This is an optimization exercise on Yosys and OpenROAD, whose aim is small area, not a production implementation.
RTL that was checked went through simulation tests only; none was proved equivalent to the original.
Only the layout flow was run in runs 4 and 5; the RTL was not checked for function there.
The flow treats the clock pin as an ideal source, which a real chip does not have.
Power and IR drop assume default switching activity.

==> flow/design.v <==
`timescale 1ns / 1ps
module meanfilter #(
    parameter           DATA_WITH    =  24,
    parameter    [7:0]  MEAN_Level   =  7
)
(
    input       wire                        clk,
    input       wire                        rst,
    input       wire                        en,
    input       wire                        iValid,
    input       wire [DATA_WITH-1:0]        iData,
    output      wire [DATA_WITH + MEAN_Level -1:0] oData,
    output      wire                        oReady
);
reg  [4:0]  v;       
reg  [1:0]  prev;    
reg         z;       
reg  [1:0]  cn;      
reg  [30:0] rn;      
reg  [3:0]  tn;      
wire st0 = iValid & ~v[0];
wire st1 = v[0] & ~v[1];
wire st2 = v[1] & ~v[2];
wire st3 = v[2] & ~v[3];
wire st4 = v[3] & ~v[4];
wire p0  = ~(st1 | st2 | st3 | st4);
wire shift = en & (st0 | st1 | st2 | st3 | st4);
wire wrap = (prev == 2'b11 && iData[23:22] == 2'b00) ||
            (prev == 2'b00 && iData[23:22] == 2'b11);
wire g0 = z ? st1 : p0;
wire g1 = z ? st2 : st1;
wire g2 = z ? st3 : st2;
wire g3 = z ? st4 : st3;
wire [6:0] xdn = ~(({7{g0}} & iData[6:0]) | ({7{g1}} & iData[13:7]) |
                   ({7{g2}} & iData[20:14]) | ({7{g3}} & {4'b0, iData[23:21]}));
wire ga = z | p0;
wire gb = z | st4;
wire [6:0] an = {rn[6:3] | {4{ga | st4}}, rn[2:0] | {3{ga}}};
wire [6:0] bn = ~(rn[13:7] | {{4{gb | st3}}, {3{gb}}});
wire       ci = p0 | (z & st1);      
wire [1:0] cin = ci ? 2'b10 : cn;
wire [6:0] psn = an ^ bn ^ xdn;
wire [6:0] pcn = (an & bn) | (an & xdn) | (bn & xdn);
wire [7:0] rcn;
wire [6:0] dn;
assign dn[0]  = psn[0] ^ cin[0] ^ cin[1];
assign rcn[0] = (psn[0] & cin[0]) | (psn[0] & cin[1]) | (cin[0] & cin[1]);
genvar j;
generate for (j = 1; j < 7; j = j + 1) begin : g_rip
    assign dn[j]  = psn[j] ^ pcn[j-1] ^ rcn[j-1];
    assign rcn[j] = (psn[j] & pcn[j-1]) | (psn[j] & rcn[j-1]) | (pcn[j-1] & rcn[j-1]);
end endgenerate
always @(posedge clk) begin
    if (rst)
        v <= 5'd0;
    else
        v <= {v[3:0], iValid};
    prev <= iData[23:22];
    if (rst)
        z <= 1'b1;
    else if (en & st0 & wrap)
        z <= 1'b1;
    else if (en & st4)
        z <= 1'b0;
    cn <= {pcn[6], rcn[6]};
    tn <= dn[6:3];
    if (shift)
        rn <= {dn[2:0], {tn, rn[30:28]} | {7{z & st1}}, rn[27:7]};
end
assign oData  = en ? (z ? 31'd0 : ~rn) : {iData, 7'b0};
assign oReady = v[4];
endmodule
==> flow/flow/fa_pins.py <==
#!/usr/bin/env python3
"""Reorder the inputs of every full-adder cell in a Yosys netlist so that the
latest-arriving input uses the cell's fastest input pin (CIN), the next one B
and the earliest one A. A full adder is symmetric in its three inputs, so the
function of the netlist is unchanged. Arrival times are a rough estimate from
the netlist's structure: inputs at 1.1 ns, register outputs at 0.35 ns, 0.45 ns
per full adder and 0.15 ns per other gate.
usage: fa_pins.py netlist.v  (rewritten in place)"""
import re
import sys

path = sys.argv[1]
text = open(path).read()
inst_re = re.compile(r'(sky130_fd_sc_hd__(\w+))\s+(\S+)\s*\((.*?)\);', re.S)
pin_re = re.compile(r'\.(\w+)\(\s*([^()]*?)\s*\)')
insts = []
for m in inst_re.finditer(text):
    pins = {p: n.strip() for p, n in pin_re.findall(m.group(4))}
    insts.append((m, m.group(2), pins))

OUTPINS = {'X', 'Y', 'Q', 'Q_N', 'COUT', 'SUM', 'HI', 'LO'}
driver = {}
for idx, (m, cell, pins) in enumerate(insts):
    for p, n in pins.items():
        if p in OUTPINS:
            driver[n] = idx

sys.setrecursionlimit(10000)
memo = {}


def arrival(net):
    if net in memo:
        return memo[net]
    memo[net] = 0.0
    idx = driver.get(net)
    if idx is None:
        t = 1.1 if not re.match(r"^\d+'", net) else 0.0
    else:
        cell, pins = insts[idx][1], insts[idx][2]
        if cell.startswith(('dfxtp', 'edfxtp', 'dfrtp', 'sdf', 'dfx')):
            t = 0.35
        else:
            ins = [n for p, n in pins.items() if p not in OUTPINS]
            d = 0.45 if cell.startswith('fa_') else 0.15
            t = max([arrival(n) for n in ins] or [0.0]) + d
    memo[net] = t
    return t


out = []
last = 0
swapped = 0
for m, cell, pins in insts:
    if not cell.startswith('fa_'):
        continue
    nets = [pins['A'], pins['B'], pins['CIN']]
    order = sorted(nets, key=arrival)
    new = {'A': order[0], 'B': order[1], 'CIN': order[2]}
    if [new['A'], new['B'], new['CIN']] == nets:
        continue
    swapped += 1
    body = m.group(4)
    body = re.sub(r'\.A\(\s*[^()]*?\s*\)', '.A(@@A@@)', body, count=1)
    body = re.sub(r'\.B\(\s*[^()]*?\s*\)', '.B(@@B@@)', body, count=1)
    body = re.sub(r'\.CIN\(\s*[^()]*?\s*\)', '.CIN(@@CIN@@)', body, count=1)
    for p in ('A', 'B', 'CIN'):
        n = new[p]
        body = body.replace('@@%s@@' % p, n + (' ' if n.startswith('\\') else ''))
    out.append(text[last:m.start(4)])
    out.append(body)
    last = m.end(4)
out.append(text[last:])
open(path, 'w').write(''.join(out))
print('fa_pins: reordered inputs of %d full adders' % swapped)
==> flow/flow/manual_cts.tcl <==
# Clock buffering done by hand, in place of TritonCTS's H-tree: the clock port
# drives one root buffer (MCTS_ROOT) and the root drives MCTS_N leaf buffers
# (MCTS_CELL), each driving the clock pins of one group of registers, the
# groups split by x position into equal sizes. Each buffer sits at the centroid
# of what it drives; detailed placement legalizes them afterwards.
set nbuf [expr {[info exists ::env(MCTS_N)] ? $::env(MCTS_N) : 3}]
set cell [expr {[info exists ::env(MCTS_CELL)] ? $::env(MCTS_CELL) : "sky130_fd_sc_hd__clkbuf_8"}]
set rootcell [expr {[info exists ::env(MCTS_ROOT)] ? $::env(MCTS_ROOT) : "sky130_fd_sc_hd__clkbuf_2"}]
set block [ord::get_db_block]
set clknet [$block findNet clk]
set master [[ord::get_db] findMaster $cell]
set sinks {}
foreach it [$clknet getITerms] {
  set loc [[$it getInst] getLocation]
  lappend sinks [list [lindex $loc 0] [lindex $loc 1] $it]
}
# groups: split by x into MCTS_N strips, or with MCTS_QUAD=1 into four
# quadrants (halves by x, then each half by y)
set groups {}
if {[info exists ::env(MCTS_QUAD)] && $::env(MCTS_QUAD)} {
  set sinks [lsort -integer -index 0 $sinks]
  set n [llength $sinks]
  foreach half [list [lrange $sinks 0 [expr {$n / 2 - 1}]] [lrange $sinks [expr {$n / 2}] end]] {
    set half [lsort -integer -index 1 $half]
    set m [llength $half]
    lappend groups [lrange $half 0 [expr {$m / 2 - 1}]] [lrange $half [expr {$m / 2}] end]
  }
} else {
  set sinks [lsort -integer -index 0 $sinks]
  set n [llength $sinks]
  for {set b 0} {$b < $nbuf} {incr b} {
    lappend groups [lrange $sinks [expr {$b * $n / $nbuf}] [expr {($b + 1) * $n / $nbuf - 1}]]
  }
}
set nbuf [llength $groups]
set rootnet [odb::dbNet_create $block "clk_root"]
$rootnet setSigType CLOCK
set rx 0; set ry 0
for {set b 0} {$b < $nbuf} {incr b} {
  set grp [lindex $groups $b]
  set net [odb::dbNet_create $block "clk_leaf_$b"]
  $net setSigType CLOCK
  set inst [odb::dbInst_create $block $master "clk_leaf_buf_$b"]
  set sx 0; set sy 0
  foreach s $grp {
    set it [lindex $s 2]
    $it disconnect
    $it connect $net
    incr sx [lindex $s 0]; incr sy [lindex $s 1]
  }
  [$inst findITerm A] connect $rootnet
  [$inst findITerm X] connect $net
  set x [expr {$sx / [llength $grp]}]; set y [expr {$sy / [llength $grp]}]
  $inst setLocation $x $y
  $inst setPlacementStatus PLACED
  incr rx $x; incr ry $y
}
set root [odb::dbInst_create $block [[ord::get_db] findMaster $rootcell] "clk_root_buf"]
[$root findITerm A] connect $clknet
[$root findITerm X] connect $rootnet
$root setLocation [expr {$rx / $nbuf}] [expr {$ry / $nbuf}]
$root setPlacementStatus PLACED
==> flow/standard.sh <==
#!/bin/bash
# synth_recipe.tcl (not shown) runs the flow's synth.tcl, then flattens the netlist and writes it again
# the make line also repeats each setting of config.mk as NAME=value (left out here)
make -C /OpenROAD-flow-scripts/flow DESIGN_CONFIG=/design/flow/config.mk WORK_HOME=/design/flow/orfs CLKGATE_MAP_FILE= SYNTH_SCRIPT=/design/flow/synth_recipe.tcl "${@:-finish}"
==> flow/flow/run.sh <==
#!/bin/bash
set -euo pipefail
rm -rf scripts_local
cp -r "$FLOW_HOME/scripts" scripts_local
cp flow/abc_area.script scripts_local/abc_area.script
export SCRIPTS_DIR="$PWD/scripts_local"
export BUFFER_PORTS_ARGS="-buffer_cell sky130_fd_sc_hd__buf_1"
export PRE_CTS_TCL="$PWD/flow/manual_cts.tcl"
export CTS_ARGS="-clk_nets clk -dont_use_dummy_load"
export MCTS_N=3 MCTS_CELL=sky130_fd_sc_hd__clkbuf_8 MCTS_ROOT=sky130_fd_sc_hd__clkbuf_1
RES="$PWD/orfs/results/sky130hd/meanfilter/base"
bash standard.sh "$RES/1_2_yosys.v" > synth.log 2>&1
python3 flow/fa_pins.py "$RES/1_2_yosys.v" > fa_pins.log 2>&1
# the platform's don't-use cells, plus the larger plain buffers, so that repair
# buffers high-fanout nets with buf_1/buf_2
DONT_USE="sky130_fd_sc_hd__probe_p_8 sky130_fd_sc_hd__probec_p_8 sky130_fd_sc_hd__lpflow_bleeder_1 sky130_fd_sc_hd__lpflow_clkbufkapwr_1 sky130_fd_sc_hd__lpflow_clkbufkapwr_16 sky130_fd_sc_hd__lpflow_clkbufkapwr_2 sky130_fd_sc_hd__lpflow_clkbufkapwr_4 sky130_fd_sc_hd__lpflow_clkbufkapwr_8 sky130_fd_sc_hd__lpflow_clkinvkapwr_1 sky130_fd_sc_hd__lpflow_clkinvkapwr_16 sky130_fd_sc_hd__lpflow_clkinvkapwr_2 sky130_fd_sc_hd__lpflow_clkinvkapwr_4 sky130_fd_sc_hd__lpflow_clkinvkapwr_8 sky130_fd_sc_hd__lpflow_decapkapwr_12 sky130_fd_sc_hd__lpflow_decapkapwr_3 sky130_fd_sc_hd__lpflow_decapkapwr_4 sky130_fd_sc_hd__lpflow_decapkapwr_6 sky130_fd_sc_hd__lpflow_decapkapwr_8 sky130_fd_sc_hd__lpflow_inputiso0n_1 sky130_fd_sc_hd__lpflow_inputiso0p_1 sky130_fd_sc_hd__lpflow_inputiso1n_1 sky130_fd_sc_hd__lpflow_inputiso1p_1 sky130_fd_sc_hd__lpflow_inputisolatch_1 sky130_fd_sc_hd__lpflow_isobufsrc_1 sky130_fd_sc_hd__lpflow_isobufsrc_16 sky130_fd_sc_hd__lpflow_isobufsrc_2 sky130_fd_sc_hd__lpflow_isobufsrc_4 sky130_fd_sc_hd__lpflow_isobufsrc_8 sky130_fd_sc_hd__lpflow_isobufsrckapwr_16 sky130_fd_sc_hd__lpflow_lsbuf_lh_hl_isowell_tap_1 sky130_fd_sc_hd__lpflow_lsbuf_lh_hl_isowell_tap_2 sky130_fd_sc_hd__lpflow_lsbuf_lh_hl_isowell_tap_4 sky130_fd_sc_hd__lpflow_lsbuf_lh_isowell_4 sky130_fd_sc_hd__lpflow_lsbuf_lh_isowell_tap_1 sky130_fd_sc_hd__lpflow_lsbuf_lh_isowell_tap_2 sky130_fd_sc_hd__lpflow_lsbuf_lh_isowell_tap_4 sky130_fd_sc_hd__buf_4 sky130_fd_sc_hd__buf_6 sky130_fd_sc_hd__buf_8 sky130_fd_sc_hd__buf_12 sky130_fd_sc_hd__buf_16 sky130_fd_sc_hd__clkbuf_4 sky130_fd_sc_hd__clkbuf_16 sky130_fd_sc_hd__dlygate4sd1_1 sky130_fd_sc_hd__dlygate4sd2_1 sky130_fd_sc_hd__dlygate4sd3_1 sky130_fd_sc_hd__clkdlybuf4s15_1 sky130_fd_sc_hd__clkdlybuf4s15_2 sky130_fd_sc_hd__clkdlybuf4s18_1 sky130_fd_sc_hd__clkdlybuf4s18_2 sky130_fd_sc_hd__clkdlybuf4s25_1 sky130_fd_sc_hd__clkdlybuf4s25_2 sky130_fd_sc_hd__clkdlybuf4s50_1 sky130_fd_sc_hd__clkdlybuf4s50_2 sky130_fd_sc_hd__dlymetal6s2s_1 sky130_fd_sc_hd__dlymetal6s4s_1 sky130_fd_sc_hd__dlymetal6s6s_1"
bash standard.sh DONT_USE_CELLS="$DONT_USE" finish > standard.log 2>&1
==> flow/config.mk <==
export PLATFORM = sky130hd
export DESIGN_NAME = meanfilter
export DESIGN_NICKNAME = meanfilter
export VERILOG_FILES = /design/flow/design.v
export SDC_FILE = /design/flow/constraint.sdc
export NUM_CORES = 4
export LEC_CHECK = 0
export ABC_AREA = 1
export CAP_MARGIN = 0
export CORE_MARGIN = 2
export CORE_UTILIZATION = 65
export SLEW_MARGIN = 0
==> flow/constraint.sdc <==
create_clock -name core_clock -period 5.0 [get_ports {clk}]
set_input_delay 1.0000 -clock core_clock [delete_from_list [all_inputs] [get_ports {clk}]]
set_output_delay 1.0000 -clock core_clock [all_outputs]
set_load 0.01 [all_outputs]
==> flow/flow/abc_area.script <==
strash
dch -f
map -a
==> flow_summary.json, run 1 <==
{
  "status": "finished clean",
  "start_util": 0.662,
  "fin_crit_sh": 0.951,
  "drt_iter0_markers": 102,
  "synth_area_sq_um": 2170,
  "setup_viol": 0,
  "rsz0062_at_grt": "false",
  "period_minus_slack_ns": 4.75,
  "grt_pass1_vias": 1548,
  "path_delay_family": "adder cells",
  "fin_skew_ns": 0.0122,
  "dieArea_sq_um": 3820,
  "irDropWorstVdd_mv": 0.345,
  "seqPwrFrac": 0.621,
  "worstHoldEndpoint": "v[3]$_SDFF_PP0_",
  "grt_max_degree": 32,
  "ys_seq_area_frac": 0.557,
  "finalNetCount": 319,
  "rows": 21,
  "synth_top_cell_area_share": 0.428,
  "ioPinCount": 60,
  "grt-ovfl-total": 0,
  "grt_pass1_wl_microns": 7150,
  "combinationalPowerShare": 0.174,
  "switchingPower_uw": 196,
  "rrSetupSlack_ns": 0.25,
  "yosys-top-cells-area": "edfxtp_1 43%, dfxtp_1 13%, fa_1 13%, clkinv_1 6.2%, o22ai_1 5.8%",
  "hold_violations": 0,
  "antenna_cells": 0,
  "ys_types": 16,
  "crit_chain": "clkinv_1 -> nor2_2 -> nor4_1 -> buf_1 -> nor2_1 -> clkinv_1 -> nor2_1 -> fa_1 -> clkinv_1 -> fa_1 -> fa_1 -> fa_1 -> fa_1 -> fa_1 -> fa_1 -> fa_1",
  "via_count": 1725,
  "syn_nets": 246,
  "gr-usage-all-layers": 0.255,
  "worst_setup_path_start_kind": "flop",
  "cp_max_fo": 4,
  "final_cells": 321,
  "cp_common_cell": "fa_1",
  "relSlewSlack": 0.380,
  "wire_per_inst_microns": 14.9,
  "core_sq_um": 3280,
  "clkTransAtPathRegs_ns": 0.10,
  "critPathBufInv": 4,
  "drt_wl_total_microns": 4780,
  "ctsHoldBuffers": 0,
  "dp.cells": 317,
  "leakagePower_uw": 0.000866,
  "drv_cap": 0,
  "setup_tns_ns": 0,
  "rr_startpoint": "v[3]$_SDFF_PP0_",
  "timing.fmax_mhz": 210,
  "min_from": "v[2]$_SDFF_PP0_",
  "p_clk_frac": 0.205,
  "worstMarginPinSlew_ns": 0.928,
  "cp.arrival_ns": 5.11,
  "numPortBuffers": 59,
  "min_path_type": "flop to flop",
  "yosysTopAreaCell": "edfxtp_1",
  "place.gp.congestion": 0.920,
  "insertion_delay_ns": 0.47,
  "drc": 0,
  "synth-seq-cells": 45,
  "crit_slowest_cell": "fa_1",
  "slew_viol_final": 0,
  "endpoint_kind": "flop",
  "p_per_area_nw_per_um2": 300,
  "antenna_left": 0,
  "antenna_found_initial": 0,
  "worst-r2r-cell-count": 16,
  "internal_power_uw": 567,
  "die_h_microns": 61.8,
  "hold_depth": 2,
  "die_w_microns": 61.8,
  "dp.final_hpwl_microns": 3570,
  "syn2layout_area_growth_pct": 16.8,
  "timing.rr.end": "tn[3]$_DFF_P_",
  "drtPass1Iterations": 4,
  "syn_inst": 204,
  "via_per_inst": 5.37,
  "critical_path.max_stage_delay_ns": 0.51,
  "p_sw_frac": 0.257,
  "syn_avg_cell_area_sq_um": 10.7,
  "drive_gt1_frac": 0.0691,
  "critPathRequiredTime_ns": 5.36,
  "worst-setup-path-type": "flop to flop",
  "ys_warn_count": 1
}
[through the flow]
| stage | total power (uW) | cell area (sq um) | hold slack [ns] | utilization | setup WS (ns) |
|---|---|---|---|---|---|
| 2_1_floorplan | 557 | 2170 | 0.413 | - | 0.148 |
| 6_report | 763 | 2540 | 0.427 | 0.773 | 0.247 |
| 5_1_grt | 803 | 2540 | 0.457 | 0.773 | 0.00954 |
| 3_5_place_dp | 611 | 2490 | 0.426 | 0.758 | 0.0457 |
| 3_3_place_gp | 609 | 2490 | 0.419 | 0.758 | 0.189 |
| 4_1_cts | 735 | 2540 | 0.427 | 0.772 | 0.0520 |
[state kept, by name, indices dropped and copies added (netlist names)]
name,count
z,1
rn,31
tn,4
cn,2
prev,2
v,5
[layer usage]
layer  vias to the layer above  track usage  share of wire
li1                        844            -              -
met5                         -            0              0
met2                        80        0.435           0.47
met3                         6       0.0207          0.076
met1                       795        0.371           0.44
met4                         0       0.0426          0.011
[cells in the mapped netlist, drive strengths merged]
| master | number |
|---|---|
| dfxtp | 14 |
| edfxtp | 31 |
| nand4 | 1 |
| o22ai | 20 |
| o21ai | 12 |
| fa | 14 |
| nor2 | 30 |
| o221ai | 3 |
| a21oi | 7 |
| clkinv | 36 |
| or2 | 10 |
| a221oi | 1 |
| nor3b | 1 |
| nand2 | 20 |
| nor4 | 1 |
| a22oi | 3 |
[cell families after synthesis]
logic type | after synthesis | synth area share
and+or+nand+nor | 63 | 0.124
AOI/OAI and AO/OA | 46 | 0.128
DFF | 45 | 0.557
buffers and inverters | 36 | 0.0621
adders and majority gates | 14 | 0.129
[final cells by class]
cell class	count	area [sq um]
inverter	36	135
multi-input combinational	123	835
timing repair buffer	67	255
sequential	45	1210
fill	241	744
tap	46	57.6
buffer	4	45.0
[worst min-delay path, delay by kind of cell, from the launching register on]
kind                   cells  cell delay [ns]
buffers and inverters      1             0.05
flip-flops                 1             0.32
AND/OR/NAND/NOR            1             0.03
[power by group through the flow]
stage / sequential, uW / clock, uW / combinational (uW)
final: 474 / 156 / 133
after global routing: 478 / 175 / 150
after CTS: 482 / 120 / 133
after detailed placement: 480 / 0 / 131
after global placement: 480 / 0 / 129
after floorplan: 475 / 0 / 82.2
[cell usage in the layout, fill, tap and decap left out, drive strengths merged]
cell    netlist  routed
buf           0      67
clkinv       36      36
edfxtp       31      31
nor2         30      30
nand2        20      20
o22ai        20      20
fa           14      14
dfxtp        14      14
o21ai        12      12
or2          10      10
a21oi         7       7
clkbuf        0       4
a22oi         3       3
o221ai        3       3
nor4          1       1
nor3b         1       1
a221oi        1       1
nand4         1       1
[how the worst max path moves through the flow]
stage / depth (start not counted) / endpoint / start / slack [ns]
4_1_cts: 12 / tn[3]$_DFF_P_ / iData[7] / 0.05
2_1_floorplan: 14 / tn[3]$_DFF_P_ / z$_SDFFE_PP1P_ / 0.15
6_report: 16 / tn[3]$_DFF_P_ / v[3]$_SDFF_PP0_ / 0.25
3_3_place_gp: 12 / tn[3]$_DFF_P_ / iData[7] / 0.19
5_1_grt: 16 / tn[3]$_DFF_P_ / v[0]$_SDFF_PP0_ / 0.01
3_5_place_dp: 12 / tn[3]$_DFF_P_ / iData[7] / 0.05
[repair_timing]
action                                  4_1_cts  5_1_grt
buffers inserted                              0        0
endpoints found under the setup margin        0        2
gates resized for setup                       0        3
==> run 2, diff against run 1 <==
--- a/flow/design.v
+++ b/flow/design.v
@@ -52,8 +52,9 @@
 end endgenerate
 always @(posedge clk) begin
+    v[0] <= iValid;
     if (rst)
-        v <= 5'd0;
+        v[4:1] <= 4'd0;
     else
-        v <= {v[3:0], iValid};
+        v[4:1] <= v[3:0];
     prev <= iData[23:22];
     if (rst)
==> flow/flow/abc_area.script (replaced) <==
strash
dch -f
map -a
strash
dch -f
amap
==> run 2 against run 1 <==
Against the previous run:
- register-to-register slack got worse by 0.10 ns
- worst setup slack lost 0.10 ns
- first-iteration DRC count is 86% higher
- total power increased by 4.6%
==> flow_summary.json, run 2 <==
{
  "status": "finished clean",
  "synth_area_sq_um": 2120,
  "total_power_uw": 798,
  "reg_top3": "rn: 31 flops, v: 5 flops, tn: 4 flops",
  "synth_ff_type": "edfxtp_1",
  "critical_path.max_stage_delay_ns": 0.50,
  "rr_startpoint": "v[1]$_SDFF_PP0_",
  "post-synth-top-count-cell": "edfxtp_1",
  "worst-r2r-cell-count": 15,
  "place.gp.congestion": 0.889,
  "drt_iter0_markers": 190,
  "largest_register_ffs": 31,
  "synth_top_cell_area_share": 0.438,
  "start_util": 0.690,
  "fin_skew_ns": 0.00493,
  "dp.final_hpwl_microns": 3850,
  "timing.fmax_mhz": 206,
  "die_h_microns": 61.2,
  "synth_enable_flop_cells": 31,
  "hold_violations": 0,
  "core_sq_um": 3080,
  "rows": 20,
  "fin_crit_sh": 0.971,
  "hold_depth": 0,
  "min_path_type": "flop to flop",
  "min_from": "rn[24]$_DFFE_PP_",
  "drive_gt1_frac": 0.0623,
  "drtPass1Iterations": 5,
  "drc": 0,
  "worstMarginPinSlew_ns": 0.992,
  "syn2layout_area_growth_pct": 18.8,
  "finalNetCount": 301,
  "gr-usage-all-layers": 0.296,
  "cp_common_cell": "fa_1",
  "worstHoldEndpoint": "rn[17]$_DFFE_PP_",
  "critPathBufInv": 3,
  "yosys-top-cells-area": "edfxtp_1 44%, dfxtp_1 13%, fa_1 13%, o21ai_0 4.5%, nor2_1 3.9%",
  "antenna_found_initial": 0,
  "grt_pass1_wl_microns": 8010,
  "drv_cap": 0,
  "timing.rr.end": "tn[3]$_DFF_P_",
  "ioPinCount": 60,
  "clkTransAtPathRegs_ns": 0.09,
  "cp_max_fo": 3,
  "setup_viol": 0,
  "worst-setup-path-type": "flop to flop",
  "antenna_left": 0,
  "via_count": 1787,
  "yosysTopAreaCell": "edfxtp_1",
  "slew_viol_final": 0,
  "rrSetupSlack_ns": 0.14,
  "numPortBuffers": 59,
  "fin_ws_ns": 0.145,
  "grt_pass1_vias": 1664,
  "relSlewSlack": 0.337,
  "endpoint_kind": "flop",
  "p_per_area_nw_per_um2": 316,
  "met1_usage": 0.405,
  "grt-ovfl-total": 0,
  "largest-register": "rn",
  "async_reset_ff_frac": 0,
  "ys_types": 22,
  "layout_commonest_cell": "buf_1",
  "via_per_inst": 5.94,
  "drt_wl_total_microns": 5330,
  "setup_tns_ns": 0,
  "wire_per_inst_microns": 17.7,
  "placedInstanceArea_sq_um": 2440,
  "critPathRequiredTime_ns": 5.36,
  "met2_usage": 0.523,
  "layout_common_cells": "68 x buf_1, 31 x edfxtp_1, 18 x o21ai_0, 18 x nor2_1, 18 x nand2_1",
  "path_delay_family": "adder cells",
  "antenna_cells": 0,
  "cp.arrival_ns": 5.21,
  "pre_cts_ws_ns": -0.0249,
  "syn_nets": 224,
  "grt_max_degree": 32,
  "irDropWorstVdd_mv": 0.260,
  "met3_usage": 0.0273,
  "crit_chain": "clkinv_1 -> nor2_4 -> nor4_1 -> a21oi_1 -> clkinv_1 -> a221o_1 -> fa_1 -> clkinv_1 -> fa_1 -> fa_1 -> fa_1 -> fa_2 -> fa_1 -> fa_1 -> fa_1",
  "synth-seq-cells": 45,
  "syn_inst": 182,
  "leakagePower_uw": 0.000833,
  "ys_warn_count": 1,
  "synth_commonest_cells": "31 x edfxtp_1, 22 x nor2_1, 19 x o21ai_0",
  "grt.busiest_layer": "met2",
  "period_minus_slack_ns": 4.86,
  "syn_avg_cell_area_sq_um": 11.7,
  "ys_seq_area_frac": 0.570,
  "hold_ws_ns": 0.456,
  "insertion_delay_ns": 0.47,
  "fin_area_sq_um": 2520,
  "dieArea_sq_um": 3740,
  "crit_slowest_cell": "fa_1",
  "die_w_microns": 61.2,
  "worst_setup_path_start_kind": "flop"
}
run 2: how the worst max path moves through the flow:
stage	startpoint	end	slack, ns	depth (start not counted)
finish	v[1]$_SDFF_PP0_	tn[3]$_DFF_P_	0.14	15
global route	v[1]$_SDFF_PP0_	tn[3]$_DFF_P_	-0.05	15
CTS	iData[14]	tn[3]$_DFF_P_	0.02	13
detailed placement	iData[14]	tn[3]$_DFF_P_	-0.02	13
global placement	iData[21]	tn[3]$_DFF_P_	0.12	13
floorplan	v[3]$_SDFF_PP0_	tn[3]$_DFF_P_	0.13	15
run 2: layer usage:
layer  up-vias  routed length [microns]
met1       864                     2050
met5         -                        0
met4         0                       70
met3        13                      423
met2       102                     2780
li1        808                        -
run 2: power breakdown:
| part | internal, uW | switching [uW] | total [uW] |
|---|---|---|---|
| combinational | 58.6 | 89.6 | 148 |
| sequential | 466 | 23.7 | 490 |
| clock | 56.4 | 104 | 160 |
| total | 581 | 217 | 798 |
run 2: cell families (layout without fill, tap and decap cells):
family | after synthesis | in the layout | share of synthesized area
and+or+nand+nor | 62 | 62 | 0.135
AOI/OAI and AO/OA | 43 | 43 | 0.131
DFF | 45 | 45 | 0.570
adders and majority gates | 14 | 14 | 0.132
buffers and inverters | 18 | 93 | 0.0318
run 2: final cells by class:
type / count / area, sq um
multi-input cells: 119 / 871
inverters: 18 / 67.6
repair buffers: 71 / 270
well taps: 44 / 55.1
plain buffers: 4 / 45.0
fillers: 207 / 556
flip-flops and latches: 45 / 1210
run 2: stage by stage:
stage / util / std cells
after detailed placement: 0.794 / 295
final: 0.820 / 301
after floorplan: - / 182
after global routing: 0.820 / 301
after CTS: 0.809 / 299
after global placement: 0.794 / 295
run 2: what timing repair did:
item / in CTS / in global routing
setup endpoints to repair: 1 / 2
resized for setup: 1 / 10
hold endpoints to repair: 0 / 0
buffers inserted: 0 / 2
hold buffers: 0 / 0
pin swaps: 0 / 2
==> run 3, diff against run 2 <==
==> flow/flow/abc_area.script (replaced) <==
strash
dch -f
map -a
==> run 3 against run 2 <==
Against the previous run:
- still clean on timing, DRC and antenna
- via count shrank 3.3%
- worst setup slack better by 0.063 ns
- clock power down 4%
- critical path depth increased by 1
- worst hold slack lost 0.015 ns
- clock skew is 0.0040 ns higher
- total power shrank 1.4%
- critical path type unchanged
- largest cell class unchanged
==> flow_summary.json, run 3 <==
{
  "status": "finished clean",
  "multi_input_area_sq_um": 835,
  "hold_violations": 0,
  "pre_cts_ws_ns": 0.113,
  "ioPinCount": 60,
  "dp.cells": 312,
  "yosysTopAreaCell": "edfxtp_1",
  "synth-seq-cells": 45,
  "gr-usage-all-layers": 0.260,
  "critPathRequiredTime_ns": 5.34,
  "critical_path.max_stage_delay_ns": 0.51,
  "synth_ff_type": "edfxtp_1",
  "die_w_microns": 61.7,
  "synth_enable_flop_cells": 31,
  "timing.fmax_mhz": 209,
  "synth_top_cell_area_share": 0.430,
  "critPathCapture": "tn[3]$_DFF_P_",
  "leakagePower_uw": 0.000859,
  "endpoint_kind": "flop",
  "grt_pass1_vias": 1495,
  "min_path_type": "flop to flop",
  "startpoint": "v[1]$_SDFF_PP0_",
  "crit_chain": "clkinv_1 -> nor2_1 -> nor4_2 -> nor2_1 -> a21oi_1 -> a22oi_1 -> o221ai_1 -> fa_1 -> clkinv_1 -> fa_1 -> fa_1 -> fa_1 -> fa_1 -> fa_1 -> fa_1 -> fa_1",
  "period_minus_slack_ns": 4.79,
  "critPathBufInv": 2,
  "numPortBuffers": 59,
  "syn_nets": 244,
  "crit_slowest_cell": "fa_1",
  "dp.final_hpwl_microns": 3580,
  "fillers": 217,
  "cp_common_cell": "fa_1",
  "rrSetupSlack_ns": 0.21,
  "seqPwrFrac": 0.614,
  "wl_met1_microns": 2010,
  "layout_commonest_cell": "buf_1",
  "antenna_found_initial": 0,
  "start_util": 0.698,
  "async_reset_ff_frac": 0,
  "rsz0062_at_grt": "false",
  "syn_inst": 202,
  "ys_types": 16,
  "drt_iter0_markers": 115,
  "path_delay_family": "adder cells",
  "insertion_delay_ns": 0.45,
  "antenna_cells": 0,
  "antenna_left": 0,
  "route.met2.wl_microns": 2470,
  "syn_avg_cell_area_sq_um": 10.7,
  "final_cells": 316,
  "path_depth": 16,
  "slew_viol_final": 0,
  "largest-register": "rn",
  "yosys-top-cells-area": "edfxtp_1 43%, dfxtp_1 13%, fa_1 13%, clkinv_1 6.1%, o22ai_1 5.8%",
  "synth_area_sq_um": 2170,
  "setup_viol": 0,
  "rr_startpoint": "v[1]$_SDFF_PP0_",
  "worst-setup-path-type": "flop to flop",
  "combinationalPowerShare": 0.191,
  "p_sw_frac": 0.262,
  "drt_wl_total_microns": 4840,
  "switchingPower_uw": 206,
  "highest_layer": "met4",
  "p_clk_frac": 0.195,
  "grt_max_degree": 32,
  "drc": 0,
  "via_count": 1728,
  "drtPass1Iterations": 4,
  "via_per_inst": 5.47,
  "cp.arrival_ns": 5.13,
  "seq_area_sq_um": 1210,
  "layout_common_cells": "64 x buf_1, 35 x clkinv_1, 31 x edfxtp_1",
  "internal_power_uw": 581,
  "wire_per_inst_microns": 15.3,
  "rows": 20,
  "worst-r2r-cell-count": 16,
  "finalNetCount": 316,
  "ys_seq_area_frac": 0.559,
  "relSlewSlack": 0.329,
  "total_power_uw": 787,
  "cp_max_fo": 5,
  "syn2layout_area_growth_pct": 16.6,
  "worstMarginPinSlew_ns": 1.00,
  "setup_tns_ns": 0,
  "fin_skew_ns": 0.00897,
  "irDropWorstVdd_mv": 0.318,
  "reg_top3": "rn: 31 flops, v: 5 flops, tn: 4 flops",
  "place.gp.congestion": 0.807,
  "postLayoutCoreUtil": 0.815,
  "clkTransAtPathRegs_ns": 0.09,
  "die_h_microns": 61.7,
  "cts_setup_buffers": 0,
  "p_per_area_nw_per_um2": 311,
  "worst_setup_path_start_kind": "flop",
  "core_sq_um": 3100,
  "timing.rr.end": "tn[3]$_DFF_P_",
  "dieArea_sq_um": 3810,
  "fin_crit_sh": 0.958,
  "largest_register_ffs": 31,
  "post-synth-top-count-cell": "clkinv_1",
  "ys_warn_count": 1,
  "synth_commonest_cells": "35 x clkinv_1, 31 x edfxtp_1, 29 x nor2_1",
  "drv_cap": 0,
  "drive_gt1_frac": 0.0625,
  "fin_ws_ns": 0.208,
  "wl_met3_microns": 316,
  "grt_pass1_wl_microns": 7160,
  "grt-ovfl-total": 0
}
[run 3: layout make-up]
class                   count  area share
plain buffers               4      0.0178
inverters                  35      0.0520
multi-input cells         122       0.330
flip-flops and latches     45       0.479
well taps                  44      0.0218
repair buffers             66      0.0990
[run 3: power groups by stage]
stage	clock network [uW]	registers, uW	logic (uW)
4_1_cts	120	492	151
2_1_floorplan	0	483	94.1
6_report	153	483	150
3_3_place_gp	0	489	143
5_1_grt	172	488	169
3_5_place_dp	0	491	145
[run 3: how the worst min path moves through the flow]
stage	from	end	slack, ns	cells past startpoint
4_1_cts	v[3]$_SDFF_PP0_	v[4]$_SDFF_PP0_	0.42	2
6_report	v[3]$_SDFF_PP0_	v[4]$_SDFF_PP0_	0.44	2
2_1_floorplan	v[1]$_SDFF_PP0_	v[2]$_SDFF_PP0_	0.41	2
5_1_grt	v[1]$_SDFF_PP0_	v[2]$_SDFF_PP0_	0.47	2
3_3_place_gp	v[3]$_SDFF_PP0_	v[4]$_SDFF_PP0_	0.42	2
3_5_place_dp	v[3]$_SDFF_PP0_	v[4]$_SDFF_PP0_	0.43	2
[run 3: per-stage QoR]
step	instance area, sq um	hold WS, ns
detailed placement	2480	0.427
global route	2530	0.468
finish	2530	0.441
CTS	2520	0.423
global placement	2480	0.417
floorplan	2170	0.413
[run 3: tightest hold or removal path, cell delays in order (launching register included)]
cell and delay [ns]:
dfxtp_1 0.32, clkinv_1 0.05, nor2_1 0.03
[run 3: cells by family after synthesis]
group,after synthesis,share of synthesized area
compound gates,46,0.128
simple gates,62,0.123
buf+inv,35,0.0606
flops,45,0.559
fa+ha+maj,14,0.129
[run 3: what timing repair did]
item,in CTS,in global routing
resized for setup,0,1
endpoints found under the setup margin,0,2
hold buffers,0,0
hold endpoints to repair,0,0
[run 3: routing by layer]
layer  vias to the layer above  track usage
met5                         -            0
met1                       821        0.361
met4                         0       0.0456
met3                         4       0.0311
li1                        832            -
met2                        71        0.453
==> run 4, diff against run 3 <==
--- a/flow/design.v
+++ b/flow/design.v
@@ -16,4 +16,5 @@
 reg  [1:0]  prev;    
 reg         z;       
+reg         l0;      
 reg  [1:0]  cn;      
 reg  [30:0] rn;      
@@ -25,19 +26,14 @@
 wire st4 = v[3] & ~v[4];
 wire p0  = ~(st1 | st2 | st3 | st4);
-wire shift = en & (st0 | st1 | st2 | st3 | st4);
+wire shift = en & (st0 | st1 | st2 | st3 | (st4 & ~z));
 wire wrap = (prev == 2'b11 && iData[23:22] == 2'b00) ||
             (prev == 2'b00 && iData[23:22] == 2'b11);
-wire g0 = z ? st1 : p0;
-wire g1 = z ? st2 : st1;
-wire g2 = z ? st3 : st2;
-wire g3 = z ? st4 : st3;
-wire [6:0] xdn = ~(({7{g0}} & iData[6:0]) | ({7{g1}} & iData[13:7]) |
-                   ({7{g2}} & iData[20:14]) | ({7{g3}} & {4'b0, iData[23:21]}));
+wire [6:0] xdn = ~(({7{p0}}  & iData[6:0]) | ({7{st1}} & iData[13:7]) |
+                   ({7{st2}} & iData[20:14]) | ({7{st3}} & {4'b0, iData[23:21]}));
 wire ga = z | p0;
-wire gb = z | st4;
+wire gb = z | st4 | (p0 & wrap);
 wire [6:0] an = {rn[6:3] | {4{ga | st4}}, rn[2:0] | {3{ga}}};
 wire [6:0] bn = ~(rn[13:7] | {{4{gb | st3}}, {3{gb}}});
-wire       ci = p0 | (z & st1);      
-wire [1:0] cin = ci ? 2'b10 : cn;
+wire [1:0] cin = p0 ? 2'b10 : cn;
 wire [6:0] psn = an ^ bn ^ xdn;
 wire [6:0] pcn = (an & bn) | (an & xdn) | (bn & xdn);
@@ -52,9 +48,8 @@
 end endgenerate
 always @(posedge clk) begin
-    v[0] <= iValid;
     if (rst)
-        v[4:1] <= 4'd0;
+        v <= 5'd0;
     else
-        v[4:1] <= v[3:0];
+        v <= {v[3:0], iValid};
     prev <= iData[23:22];
     if (rst)
@@ -64,10 +59,12 @@
     else if (en & st4)
         z <= 1'b0;
+    if (en & st4)
+        l0 <= z;
     cn <= {pcn[6], rcn[6]};
     tn <= dn[6:3];
     if (shift)
-        rn <= {dn[2:0], {tn, rn[30:28]} | {7{z & st1}}, rn[27:7]};
+        rn <= {dn[2:0], tn, rn[30:7]};
 end
-assign oData  = en ? (z ? 31'd0 : ~rn) : {iData, 7'b0};
+assign oData  = en ? (z ? 31'd0 : ~rn & {24'hffffff, {7{~l0}}}) : {iData, 7'b0};
 assign oReady = v[4];
 endmodule
==> run 4 against run 3 <==
Against the previous run:
- cell count down 0.63%
- utilization is 0.85 points higher
- global-route usage is 0.49 points lower
- worst setup slack improved by 0.17 ns
- combinational power fell by 12%
- worst hold slack got worse by 0.021 ns
- wire length is 1.8% lower
- first-iteration DRC count increased by 35%
- critical path type unchanged
- largest power group unchanged
==> flow_summary.json, run 4 <==
{
  "dp.final_hpwl_microns": 3380,
  "min_path_type": "flop to flop",
  "total_power_uw": 783,
  "clkTransAtPathRegs_ns": 0.10,
  "antenna_found_initial": 0,
  "final_cells": 314,
  "worst-setup-path-type": "flop to flop",
  "layout_commonest_cell": "buf_1",
  "setup_tns_ns": 0,
  "grt-ovfl-total": 0,
  "fin_crit_sh": 0.923,
  "relSlewSlack": 0.323,
  "rrSetupSlack_ns": 0.38,
  "yosys-top-cells-area": "edfxtp_1 45%, dfxtp_1 13%, fa_1 13%, clkinv_1 6.5%, o22ai_1 5.8%",
  "worst-r2r-cell-count": 16,
  "via_per_inst": 5.46,
  "grt_pass1_vias": 1532,
  "hold_violations": 0,
  "antenna_left": 0,
  "start_util": 0.692,
  "drtPass1Iterations": 4,
  "cp.arrival_ns": 4.93,
  "ys_types": 16,
  "timing.fmax_mhz": 217,
  "crit_chain": "clkinv_1 -> nor2_1 -> nor3_1 -> nand2_1 -> clkinv_1 -> a22oi_1 -> o221ai_1 -> fa_1 -> clkinv_2 -> fa_2 -> fa_2 -> fa_2 -> fa_2 -> fa_2 -> fa_2 -> fa_1",
  "ioPinCount": 60,
  "critical_path.max_stage_delay_ns": 0.59,
  "timing.rr.end": "tn[3]$_DFF_P_",
  "synth_ff_type": "edfxtp_1",
  "period_minus_slack_ns": 4.62,
  "synth_top_cell_area_share": 0.448,
  "drc": 0,
  "setup_viol": 0,
  "rows": 20,
  "post-synth-top-count-cell": "clkinv_1",
  "core_sq_um": 3100,
  "via_count": 1716,
  "drv_cap": 0,
  "syn_avg_cell_area_sq_um": 11.1,
  "irDropWorstVdd_mv": 0.412,
  "worst_setup_path_start_kind": "flop",
  "leakagePower_uw": 0.000855,
  "largest_register_ffs": 31,
  "largest-register": "rn",
  "critPathBufInv": 3,
  "syn2layout_area_growth_pct": 18.9,
  "ctsHoldBuffers": 0,
  "ys_warn_count": 1,
  "worstHoldEndpoint": "rn[25]$_DFFE_PP_",
  "rr_startpoint": "v[1]$_SDFF_PP0_",
  "die_w_microns": 61.5,
  "worstMarginPinSlew_ns": 1.01,
  "grt_pass1_wl_microns": 7020,
  "synth_area_sq_um": 2150,
  "finalNetCount": 314,
  "ys_seq_area_frac": 0.578,
  "reg_top3": "rn: 31 flops, v: 5 flops, tn: 4 flops",
  "cp_max_fo": 3,
  "drt_wl_total_microns": 4750,
  "syn_nets": 235,
  "yosysTopAreaCell": "edfxtp_1",
  "syn_inst": 193,
  "insertion_delay_ns": 0.43,
  "crit_slowest_cell": "fa_1",
  "antenna_cells": 0,
  "layout_common_cells": "65 x buf_1, 36 x clkinv_1, 32 x edfxtp_1",
  "wire_per_inst_microns": 15.1,
  "die_h_microns": 61.5,
  "place.gp.congestion": 0.868,
  "hold_depth": 0,
  "p_per_area_nw_per_um2": 307,
  "gr-usage-all-layers": 0.255,
  "endpoint_kind": "flop",
  "status": "finished clean",
  "path_delay_family": "adder cells",
  "synth_commonest_cells": "37 x clkinv_1, 32 x edfxtp_1, 23 x nor2_1",
  "rsz0062_at_grt": "false",
  "synth-seq-cells": 46,
  "async_reset_ff_frac": 0,
  "drt_iter0_markers": 155,
  "slew_viol_final": 0,
  "min_from": "tn[1]$_DFF_P_",
  "drive_gt1_frac": 0.0889,
  "dp.cells": 308,
  "grt_max_degree": 32,
  "critPathRequiredTime_ns": 5.32,
  "synth_enable_flop_cells": 32,
  "fin_skew_ns": 0.0138,
  "numPortBuffers": 59,
  "cp_common_cell": "fa_2",
  "dieArea_sq_um": 3780
}
==> run 4: cell count changes after synthesis, sizes merged, moves of 2 or more <==
cell / previous run / this run
nor3: 0 / 8
nor2: 29 / 23
nand2: 20 / 15
or2: 10 / 5
a21oi: 7 / 5
clkinv: 35 / 37
==> run 4: cell families after synthesis <==
logic type,count (synthesis),synth area share
simple gates,53,0.105
flops,46,0.578
compound gates,43,0.121
buf+inv,37,0.0647
fa+ha+maj,14,0.131
==> run 4: metrics by stage <==
stage / area [sq um] / hold WS [ns] / utilization / setup slack [ns]
3_5_place_dp: 2480 / 0.397 / 0.799 / -0.285
4_1_cts: 2550 / 0.401 / 0.823 / 0.0385
3_3_place_gp: 2480 / 0.388 / 0.799 / -0.155
2_1_floorplan: 2150 / 0.386 / - / 0.00370
6_report: 2550 / 0.420 / 0.823 / 0.383
5_1_grt: 2550 / 0.433 / 0.823 / 0.211
==> run 4: repair_timing <==
item,4_1_cts,5_1_grt
setup buffers,2,0
gates resized for setup,8,0
setup endpoints to repair,2,0
==> run 4: how the worst max path moves through the flow <==
| stage | startpoint | endpoint | slack [ns] | depth (start not counted) |
|---|---|---|---|---|
| after floorplan | iData[22] | tn[3]$_DFF_P_ | 0.004 | 14 |
| after global placement | iData[23] | tn[3]$_DFF_P_ | -0.16 | 14 |
| after detailed placement | iData[23] | tn[3]$_DFF_P_ | -0.29 | 14 |
| after CTS | iData[22] | tn[3]$_DFF_P_ | 0.04 | 15 |
| after global routing | v[1]$_SDFF_PP0_ | tn[3]$_DFF_P_ | 0.21 | 16 |
| final | v[1]$_SDFF_PP0_ | tn[3]$_DFF_P_ | 0.38 | 16 |
==> run 4: area by class of cell <==
class,count,area [sq um]
timing repair buffer,73,284
buffer,4,45.0
tap,44,55.1
multi-input combinational,110,788
sequential,46,1240
fill,196,549
inverter,37,140
==> run 4: power breakdown <==
| part | switching [uW] | internal (uW) | total, uW |
|---|---|---|---|
| Clock | 101 | 56.7 | 158 |
| Sequential | 23.2 | 470 | 493 |
| Combinational | 78.3 | 53.9 | 132 |
==> run 4: metal layers <==
| metal | GRT usage | routed length, microns | vias to the layer above |
|---|---|---|---|
| met5 | 0 | 0 | - |
| li1 | - | - | 823 |
| met3 | 0.0294 | 338 | 9 |
| met4 | 0.0517 | 89 | 0 |
| met2 | 0.448 | 2370 | 77 |
| met1 | 0.348 | 1950 | 807 |
==> run 4: worst register-to-register path: stages, from the launching register on <==
cell	delay, ns
dfxtp_1	0.35
clkinv_1	0.08
nor2_1	0.21
nor3_1	0.13
nand2_1	0.10
clkinv_1	0.09
a22oi_1	0.15
o221ai_1	0.19
fa_1	0.59
clkinv_2	0.06
fa_2	0.34
fa_2	0.38
fa_2	0.35
fa_2	0.35
fa_2	0.36
fa_2	0.35
fa_1	0.44
==> run 5, diff against run 4 <==
--- a/flow/design.v
+++ b/flow/design.v
@@ -48,8 +48,9 @@
 end endgenerate
 always @(posedge clk) begin
+    v[0] <= iValid;
     if (rst)
-        v <= 5'd0;
+        v[4:1] <= 4'd0;
     else
-        v <= {v[3:0], iValid};
+        v[4:1] <= v[3:0];
     prev <= iData[23:22];
     if (rst)
==> run 5 against run 4 <==
Against the previous run:
- combinational power up 28%
- via count up 17%
- design area up 6.9%
- critical path type is now input pin to flop
- synthesized cell count down 0.52%
- worst setup slack worse by 0.28 ns
- wire length up 26%
- still clean
- cell count up 9.6%
- critical endpoint is now z$_SDFFE_PP1P_
- largest cell class unchanged
- area after synthesis down 0.23%
==> flow_summary.json, run 5 <==
{
  "drc": 0,
  "via_count": 2004,
  "cp_max_fo": 3,
  "grt_max_degree": 32,
  "yosysTopAreaCell": "edfxtp_1",
  "numPortBuffers": 59,
  "crit_slowest_cell": "nor4_4",
  "min_path_type": "flop to flop",
  "fin_crit_sh": 0.979,
  "hold_ws_ns": 0.417,
  "layout_common_cells": "62 x buf_1, 42 x buf_2, 34 x clkinv_1",
  "drive_gt1_frac": 0.207,
  "ctsHoldBuffers": 0,
  "synth_enable_flop_cells": 32,
  "total_power_uw": 837,
  "irDropWorstVdd_mv": 0.341,
  "rows": 20,
  "syn_inst": 192,
  "dieArea_sq_um": 3770,
  "cp_common_cell": "buf_2",
  "worst-r2r-cell-count": 18,
  "grt-ovfl-total": 0,
  "synth_ff_type": "edfxtp_1",
  "slew_viol_final": 0,
  "drtPass1Iterations": 5,
  "p_per_area_nw_per_um2": 307,
  "layout_commonest_cell": "buf_1",
  "drt_wl_total_microns": 5980,
  "grt_pass1_vias": 1930,
  "via_per_inst": 5.83,
  "largest-register": "rn",
  "async_reset_ff_frac": 0,
  "worstMarginPinSlew_ns": 0.982,
  "synth-seq-cells": 46,
  "post-synth-top-count-cell": "clkinv_1",
  "clkTransAtPathRegs_ns": 0.10,
  "insertion_delay_ns": 0.48,
  "largest_register_ffs": 31,
  "wire_per_inst_microns": 17.4,
  "hold_depth": 0,
  "path_depth": 38,
  "yosys-top-cells-area": "edfxtp_1 45%, dfxtp_1 13%, fa_1 13%, clkinv_1 6.3%, o22ai_1 5.8%",
  "critical_path.max_stage_delay_ns": 0.27,
  "synth_area_sq_um": 2140,
  "timing.fmax_mhz": 204,
  "die_h_microns": 61.4,
  "syn2layout_area_growth_pct": 27.4,
  "critPathRequiredTime_ns": 5.42,
  "die_w_microns": 61.4,
  "critPathBufInv": 35,
  "drt_iter0_markers": 233,
  "finalNetCount": 344,
  "antenna_found_initial": 0,
  "ys_warn_count": 1,
  "synth_commonest_cells": "36 x clkinv_1, 32 x edfxtp_1, 23 x nor2_1",
  "core_sq_um": 3100,
  "start_util": 0.690,
  "dp.final_hpwl_microns": 3510,
  "drv_cap": 0,
  "fin_skew_ns": 0.0163,
  "cp.arrival_ns": 5.31,
  "worst_setup_path_start_kind": "input pin",
  "syn_avg_cell_area_sq_um": 11.2,
  "relSlewSlack": 0.344,
  "antenna_left": 0,
  "setup_viol": 0,
  "period_minus_slack_ns": 4.90,
  "reg_top3": "rn: 31 flops, v: 5 flops, tn: 4 flops",
  "leakagePower_uw": 0.000949,
  "gr-usage-all-layers": 0.341,
  "worst-setup-path-type": "input pin to flop",
  "ys_types": 17,
  "ys_seq_area_frac": 0.579,
  "antenna_cells": 0,
  "grt_pass1_wl_microns": 9210,
  "hold_violations": 0,
  "syn_nets": 234,
  "ioPinCount": 60,
  "path_delay_family": "buffers and inverters",
  "place.gp.congestion": 0.800,
  "status": "finished clean",
  "postLayoutCoreUtil": 0.879,
  "endpoint_kind": "flop",
  "synth_top_cell_area_share": 0.449
}
-- run 5: changes by cell type after synthesis, sizes merged --
cell and delta:
nand3 +1, clkinv -1, nor4 -1
-- run 5: path summary, 6_finish.rpt --
check                        from                to  slack (ns)
setup / recovery        iData[23]    z$_SDFFE_PP1P_        0.10
hold / removal      tn[3]$_DFF_P_  rn[27]$_DFFE_PP_        0.42
setup reg to reg  v[1]$_SDFF_PP0_     tn[3]$_DFF_P_        0.29
hold reg to reg     tn[3]$_DFF_P_  rn[27]$_DFFE_PP_        0.42
-- run 5: per-layer routing --
| metal | up-vias | global-route usage | routed length, microns |
|---|---|---|---|
| li1 | 881 | - | - |
| met1 | 928 | 0.455 | 2290 |
| met2 | 160 | 0.559 | 2850 |
| met3 | 35 | 0.0483 | 581 |
| met4 | 0 | 0.158 | 252 |
| met5 | - | 0 | 0 |
-- run 5: what timing repair did --
item                                   in CTS  in global routing
setup buffers                              35                  0
endpoints found under the hold margin       0                  0
setup endpoints to repair                   2                  3
resized for setup                          10                  5
cloned                                      0                  0
pin swaps                                   4                  1
-- run 5: worst reg2reg max path, cell delays in order (launching register included) --
cell	delay, ns
dfxtp_1	0.32
clkinv_1	0.06
nor2_2	0.05
nor3_1	0.30
nand2_1	0.19
clkinv_1	0.09
buf_2	0.22
nor2_1	0.08
clkinv_1	0.07
nor2_1	0.05
fa_1	0.52
clkinv_1	0.08
fa_1	0.39
fa_2	0.37
fa_2	0.35
fa_2	0.35
fa_2	0.34
fa_2	0.34
fa_1	0.42
-- run 5: layout make-up --
cell class	instances	area, sq um
flip-flops and latches	46	1240
multi-input cells	110	808
fillers	157	374
well taps	44	55.1
plain buffers	4	45.0
inverters	36	136
repair buffers	104	443
-- run 5: cells by family after synthesis --
kind of cell             after synthesis  synth area share
adder cells (fa/ha/maj)               14             0.131
buffers and inverters                 36            0.0631
flip-flops                            46             0.579
AND/OR/NAND/NOR                       53             0.105
AO/OA/AOI/OAI                         43             0.121
-- run 5: per-stage QoR --
stage               area [sq um]  setup slack (ns)   TNS, ns  instances
finish                      2730             0.104         0        344
CTS                         2710           0.00273         0        344
global placement            2470            -0.154    -0.236        306
global route                2730          -0.00276  -0.00276        344
detailed placement          2470            -0.273    -0.491        306
floorplan                   2140           0.00507         0        192
-- run 5: report_power, final --
group / internal, uW / leakage (uW) / switching (uW)
registers: 479 / 0.000420 / 27.9
clock network: 56.4 / 0.0000228 / 104
logic: 70.1 / 0.000506 / 98.8
total: 606 / 0.000949 / 231
==> run 6, diff against run 5 <==
--- a/flow/design.v
+++ b/flow/design.v
@@ -14,5 +14,6 @@
 );
 reg  [4:0]  v;       
-reg  [1:0]  prev;    
+reg         p11;     
+reg         p00;     
 reg         z;       
 reg         l0;      
@@ -27,6 +28,5 @@
 wire p0  = ~(st1 | st2 | st3 | st4);
 wire shift = en & (st0 | st1 | st2 | st3 | (st4 & ~z));
-wire wrap = (prev == 2'b11 && iData[23:22] == 2'b00) ||
-            (prev == 2'b00 && iData[23:22] == 2'b11);
+wire wrap = (p11 & ~iData[23] & ~iData[22]) | (p00 & iData[23] & iData[22]);
 wire [6:0] xdn = ~(({7{p0}}  & iData[6:0]) | ({7{st1}} & iData[13:7]) |
                    ({7{st2}} & iData[20:14]) | ({7{st3}} & {4'b0, iData[23:21]}));
@@ -53,5 +53,6 @@
     else
         v[4:1] <= v[3:0];
-    prev <= iData[23:22];
+    p11 <= iData[23] & iData[22];
+    p00 <= ~(iData[23] | iData[22]);
     if (rst)
         z <= 1'b1;
==> run 6 against run 5 <==
Against the previous run:
- design area decreased by 6.6%
- clock skew is 0.0029 ns lower
- worst setup slack better by 0.26 ns
- synthesized cell count did not move
- combinational power down 12%
- still clean
- largest cell class unchanged
==> flow_summary.json, run 6 <==
{
  "async_reset_ff_frac": 0,
  "via_count": 1725,
  "relSlewSlack": 0.300,
  "ioPinCount": 60,
  "drt_iter0_markers": 163,
  "synth_enable_flop_cells": 32,
  "die_h_microns": 61.4,
  "yosys-top-cells-area": "edfxtp_1 45%, dfxtp_1 13%, fa_1 13%, clkinv_1 6.3%, o22ai_1 5.8%",
  "worstMarginPinSlew_ns": 1.05,
  "syn2layout_area_growth_pct": 19.0,
  "grt_pass1_wl_microns": 7500,
  "drtPass1Iterations": 4,
  "largest-register": "rn",
  "dieArea_sq_um": 3770,
  "rows": 20,
  "setup_viol": 0,
  "irDropWorstVdd_mv": 0.235,
  "cp.arrival_ns": 5.01,
  "insertion_delay_ns": 0.49,
  "rsz0062_at_grt": "false",
  "crit_chain": "clkinv_1 -> nor2_1 -> nor3_1 -> nand2_1 -> clkinv_1 -> buf_2 -> nor2_1 -> clkinv_1 -> nor2_1 -> fa_1 -> clkinv_1 -> fa_1 -> fa_2 -> fa_2 -> fa_2 -> fa_2 -> fa_2 -> fa_1",
  "worst_setup_path_start_kind": "flop",
  "ys_seq_area_frac": 0.580,
  "drive_gt1_frac": 0.0892,
  "dp.final_hpwl_microns": 3490,
  "startpoint": "v[1]$_SDFF_PP0_",
  "ctsHoldBuffers": 0,
  "synth_ff_type": "edfxtp_1",
  "finalNetCount": 313,
  "layout_common_cells": "64 x buf_1, 36 x clkinv_1, 32 x edfxtp_1",
  "synth_area_sq_um": 2140,
  "synth_top_cell_area_share": 0.449,
  "timing.fmax_mhz": 216,
  "numPortBuffers": 59,
  "slew_viol_final": 0,
  "min_path_type": "flop to flop",
  "gr-usage-all-layers": 0.276,
  "rr_startpoint": "v[1]$_SDFF_PP0_",
  "die_w_microns": 61.4,
  "syn_avg_cell_area_sq_um": 11.2,
  "clkTransAtPathRegs_ns": 0.10,
  "fin_crit_sh": 0.928,
  "fin_skew_ns": 0.0134,
  "synth_commonest_cells": "36 x clkinv_1, 32 x edfxtp_1, 24 x nor2_1",
  "via_per_inst": 5.51,
  "leakagePower_uw": 0.000858,
  "total_power_uw": 813,
  "multi_input_area_sq_um": 786,
  "seq_area_sq_um": 1240,
  "critical_path.max_stage_delay_ns": 0.51,
  "ys_types": 15,
  "wire_per_inst_microns": 15.8,
  "min_from": "tn[0]$_DFF_P_",
  "critPathRequiredTime_ns": 5.37,
  "worst-setup-path-type": "flop to flop",
  "layout_commonest_cell": "buf_1",
  "grt-ovfl-total": 0,
  "syn_inst": 192,
  "period_minus_slack_ns": 4.64,
  "fin_area_sq_um": 2550,
  "cp_max_fo": 8,
  "rrSetupSlack_ns": 0.36,
  "core_sq_um": 3100,
  "antenna_left": 0,
  "syn_nets": 234,
  "setup_tns_ns": 0,
  "postLayoutCoreUtil": 0.821,
  "reg_top3": "rn: 31 flops, v: 5 flops, tn: 4 flops",
  "yosysTopAreaCell": "edfxtp_1",
  "drc": 0,
  "p_per_area_nw_per_um2": 319,
  "fillers": 199,
  "placedInstanceArea_sq_um": 2480,
  "synth-seq-cells": 46,
  "grt_max_degree": 32,
  "drt_wl_total_microns": 4960,
  "antenna_found_initial": 0,
  "post-synth-top-count-cell": "clkinv_1",
  "grt_pass1_vias": 1575,
  "drv_cap": 0,
  "ys_warn_count": 1,
  "endpoint_kind": "flop",
  "status": "finished clean",
  "start_util": 0.690,
  "hold_violations": 0,
  "antenna_cells": 0,
  "cp_common_cell": "fa_2",
  "largest_register_ffs": 31,
  "place.gp.congestion": 0.872,
  "crit_slowest_cell": "fa_1"
}
run 6: changes by cell type after synthesis, sizes merged:
cell,previous run,this run
nor2,23,24
a22oi,3,4
a31oi,1,0
nor4,1,0
run 6: routing by layer:
metal	GRT usage	share of wire	routed length, microns
met1	0.391	0.43	2110
met2	0.467	0.49	2450
met5	0	0	0
met3	0.0273	0.064	317
met4	0.0699	0.016	80
run 6: area by class of cell:
cell class | count | area share
Sequential cell | 46 | 0.487
Tap cell | 44 | 0.0216
Multi-Input combinational cell | 110 | 0.308
Buffer | 4 | 0.0177
Inverter | 36 | 0.0530
Timing Repair Buffer | 73 | 0.112
run 6: per-stage QoR:
stage	setup WS [ns]	hold WS, ns	instances
after floorplan	0.00190	0.386	192
after global placement	-0.179	0.389	308
after detailed placement	-0.356	0.402	308
after CTS	0.0218	0.398	313
after global routing	0.150	0.428	313
final	0.360	0.415	313
run 6: what timing repair did:
action | in CTS | in global routing
endpoints found under the setup margin | 2 | 0
resized for setup | 7 | 0
setup buffers | 1 | 0
run 6: report_power, final:
group	internal [uW]	switching [uW]	total [uW]
combinational	60.3	88.5	149
sequential	479	26.7	506
clock	56.3	103	159
total	596	218	813
run 6: cell families (layout without fill, tap and decap cells):
logic type,after synthesis,count (layout),share of synthesized area
flip-flops,46,46,0.580
adder cells (fa/ha/maj),14,14,0.131
AND/OR/NAND/NOR,53,53,0.104
buffers and inverters,36,113,0.0631
AO/OA/AOI/OAI,43,43,0.122
run 6: path summary, 6_finish.rpt:
check                      to  depth (start not counted)
max             tn[3]$_DFF_P_                         18
min          rn[24]$_DFFE_PP_                          0
max reg2reg     tn[3]$_DFF_P_                         18
min reg2reg  rn[24]$_DFFE_PP_                          0
run 6: worst max-delay path: cells and delay by family, from the launching register on:
| kind | cells | cell delay (ns) |
|---|---|---|
| fa+ha+maj | 8 | 3.06 |
| buf+inv | 5 | 0.50 |
| flops | 1 | 0.33 |
| simple gates | 5 | 0.65 |
==> run 7, diff against run 6 <==
==> flow/flow/abc_area.script (replaced) <==
strash
dch -f
map -a
strash
dch -f
amap
==> run 7 against run 6 <==
Against the previous run:
- sequential share of layout area is 0.68 points higher
- combinational power is 3% lower
- maximum frequency is 1.6% lower
- sequential power hardly changed
- clock skew is 0.0034 ns higher
- register-to-register slack worse by 0.08 ns
- still clean on timing, DRC and antenna
- sequential cell count stayed put
- die area is 1.6% lower
- critical endpoint unchanged
- via count is 1.1% lower
- worst hold slack better by 0.0067 ns
==> flow_summary.json, run 7 <==
{
  "multi_input_area_sq_um": 817,
  "drtPass1Iterations": 5,
  "clkTransAtPathRegs_ns": 0.10,
  "largest_register_ffs": 31,
  "grt_max_degree": 32,
  "antenna_cells": 0,
  "crit_slowest_cell": "fa_1",
  "highest_layer": "met4",
  "cp_common_cell": "fa_2",
  "synth_top_cell_area_share": 0.457,
  "dieArea_sq_um": 3710,
  "dp.final_hpwl_microns": 3680,
  "seq_area_sq_um": 1240,
  "yosysTopAreaCell": "edfxtp_1",
  "place.gp.congestion": 0.805,
  "dp.cells": 295,
  "reg_top3": "rn: 31 flops, v: 5 flops, tn: 4 flops",
  "fillers": 193,
  "hold_violations": 0,
  "antenna_found_initial": 0,
  "syn_avg_cell_area_sq_um": 11.8,
  "total_power_uw": 811,
  "via_per_inst": 5.69,
  "worst-setup-path-type": "flop to flop",
  "drt_iter0_markers": 161,
  "fin_ws_ns": 0.283,
  "drt_wl_total_microns": 4960,
  "crit_chain": "clkinv_1 -> nor2_1 -> or3_1 -> nor2_1 -> a222oi_1 -> o21ai_0 -> fa_1 -> clkinv_2 -> fa_2 -> fa_2 -> fa_2 -> fa_2 -> fa_2 -> fa_2 -> fa_1",
  "ys_types": 18,
  "core_sq_um": 3080,
  "grt_pass1_wl_microns": 7450,
  "die_h_microns": 60.9,
  "layout_commonest_cell": "buf_1",
  "placedInstanceArea_sq_um": 2440,
  "insertion_delay_ns": 0.48,
  "wl_met3_microns": 424,
  "cp_max_fo": 4,
  "min_path_type": "flop to flop",
  "ys_warn_count": 1,
  "start_util": 0.684,
  "syn2layout_area_growth_pct": 19.4,
  "die_w_microns": 60.9,
  "drc": 0,
  "final_cells": 300,
  "critPathRequiredTime_ns": 5.36,
  "leakagePower_uw": 0.000830,
  "yosys-top-cells-area": "edfxtp_1 46%, dfxtp_1 13%, fa_1 13%, o21ai_0 5.0%, nor2_1 3.9%",
  "gr-usage-all-layers": 0.277,
  "drv_cap": 0,
  "fin_skew_ns": 0.0168,
  "syn_nets": 221,
  "critical_path.max_stage_delay_ns": 0.59,
  "ys_seq_area_frac": 0.590,
  "rows": 20,
  "status": "finished clean",
  "numPortBuffers": 59,
  "finalNetCount": 300,
  "relSlewSlack": 0.368,
  "postLayoutCoreUtil": 0.816,
  "antenna_left": 0,
  "irDropWorstVdd_mv": 0.305,
  "setup_viol": 0,
  "synth_enable_flop_cells": 32,
  "synth_area_sq_um": 2100,
  "post-synth-top-count-cell": "edfxtp_1",
  "rsz0062_at_grt": "false",
  "endpoint_kind": "flop",
  "p_per_area_nw_per_um2": 323,
  "grt_pass1_vias": 1585,
  "via_count": 1706,
  "layout_common_cells": "67 x buf_1, 32 x edfxtp_1, 21 x nand2_1, 21 x o21ai_0, 20 x nor2_1",
  "fin_crit_sh": 0.943,
  "synth-seq-cells": 46,
  "timing.fmax_mhz": 212,
  "worstMarginPinSlew_ns": 0.946,
  "pre_cts_ws_ns": -0.275,
  "async_reset_ff_frac": 0,
  "period_minus_slack_ns": 4.72,
  "slew_viol_final": 0,
  "largest-register": "rn",
  "syn_inst": 179,
  "ioPinCount": 60,
  "cp.arrival_ns": 5.08,
  "synth_commonest_cells": "32 x edfxtp_1, 22 x nor2_1, 21 x nand2_1, 21 x o21ai_0, 19 x clkinv_1",
  "drive_gt1_frac": 0.0742,
  "grt-ovfl-total": 0,
  "wire_per_inst_microns": 16.5,
  "ctsHoldBuffers": 0,
  "synth_ff_type": "edfxtp_1",
  "worst_setup_path_start_kind": "flop",
  "fin_area_sq_um": 2510,
  "route.met2.wl_microns": 2510,
  "wl_met1_microns": 1920
}
-- run 7: changes by cell type after synthesis, sizes merged, moves of 2 or more --
cell / before / now
clkinv: 36 / 19
a21oi: 5 / 0
nor2: 24 / 22
a22oi: 4 / 1
o22ai: 20 / 7
a222oi: 0 / 5
o221ai: 2 / 0
nand2: 15 / 21
or3: 0 / 6
o21ai: 11 / 21
-- run 7: layout make-up --
cell class                 instances  share of cell area
tap                               44              0.0219
sequential                        46               0.494
buffer                             4              0.0179
timing repair buffer              73               0.112
inverter                          19              0.0289
multi-input combinational        114               0.325
-- run 7: timing repair --
action,CTS,global route
endpoints found under the setup margin,2,0
gates resized for setup,7,0
buffers inserted,1,0
-- run 7: where the power goes --
group	switching, uW	internal [uW]
Combinational	85.6	58.7
Sequential	27.2	479
Clock	104	56.4
-- run 7: stage by stage --
stage	TNS [ns]	hold slack [ns]
6_report	0	0.422
5_1_grt	0	0.440
4_1_cts	0	0.402
3_5_place_dp	-0.487	0.397
3_3_place_gp	-0.0739	0.399
2_1_floorplan	0	0.386
-- run 7: kinds of logic after synthesis --
kind of cell | count (synthesis) | share of synthesized area
adders and majority gates | 14 | 0.133
buffers and inverters | 19 | 0.0339
and+or+nand+nor | 62 | 0.128
DFF | 46 | 0.590
AOI/OAI and AO/OA | 38 | 0.115
-- run 7: layer usage --
layer	vias up	GRT usage
met5	-	0
met4	0	0.0807
met2	100	0.487
met3	15	0.0469
li1	798	-
met1	793	0.355
-- run 7: final timing paths --
path	start	to	slack, ns	depth (start not counted)
max	v[0]$_DFF_P_	tn[3]$_DFF_P_	0.28	15
min	tn[0]$_DFF_P_	rn[24]$_DFFE_PP_	0.42	0
max reg2reg	v[0]$_DFF_P_	tn[3]$_DFF_P_	0.28	15
min reg2reg	tn[0]$_DFF_P_	rn[24]$_DFFE_PP_	0.42	0
-- run 7: critical path, delay by kind of cell (launching register included) --
kind            cells  cell delay, ns
buf+inv             2            0.18
fa+ha+maj           8            3.14
flops               1            0.33
simple gates        3            0.48
compound gates      2            0.46

[re-timing with driven ports]
The flow's constraints put no driver on any port. The routed layouts listed below were extracted and timed again, unchanged, in two steps.
Step 1 sets driving cells, clkbuf_16 on the clock port and buf_2 on the other inputs (assumed; they add their load-dependent delay and slew).
Step 2 adds t to the input delays and takes it off the output delays; t is the mean of the earliest and latest rising clock arrival at the registers after step 1. Input paths then give back, and output paths get back, about the clock's delay inside the block.
Three values: ideal ports, drivers, drivers and shift; two values: the first two.
run | shift t [ns] | setup slack, ns | hold WS [ns] | worst setup path after step 2 | worst register clock-pin slew, ns
run 1 | 0.487 | 0.247 / 0.247 / 0.083 | 0.427 / 0.427 / 0.427 | input to register | 0.10 / 0.10
run 2 | 0.494 | 0.145 / 0.145 / 0.038 | 0.456 / 0.456 / 0.456 | input to register | 0.09 / 0.09
run 3 | 0.469 | 0.208 / 0.208 / 0.095 | 0.441 / 0.441 / 0.441 | input to register | 0.09 / 0.09
run 4 | 0.450 | 0.383 / 0.383 / 0.036 | 0.420 / 0.420 / 0.420 | input to register | 0.10 / 0.10
run 5 | 0.495 | 0.104 / 0.097 / -0.398 | 0.417 / 0.417 / 0.417 | input to register | 0.10 / 0.10
run 6 | 0.500 | 0.360 / 0.360 / -0.002 | 0.415 / 0.415 / 0.415 | input to register | 0.10 / 0.10
run 7 | 0.493 | 0.283 / 0.283 / -0.036 | 0.422 / 0.422 / 0.422 | input to register | 0.10 / 0.10
With both steps, setup timing fails in run 5, run 6 and run 7, where it was met with ideal ports. The setup slack of run 5, which loses most, moves by -0.007 ns with the drivers and by -0.502 ns with both steps.
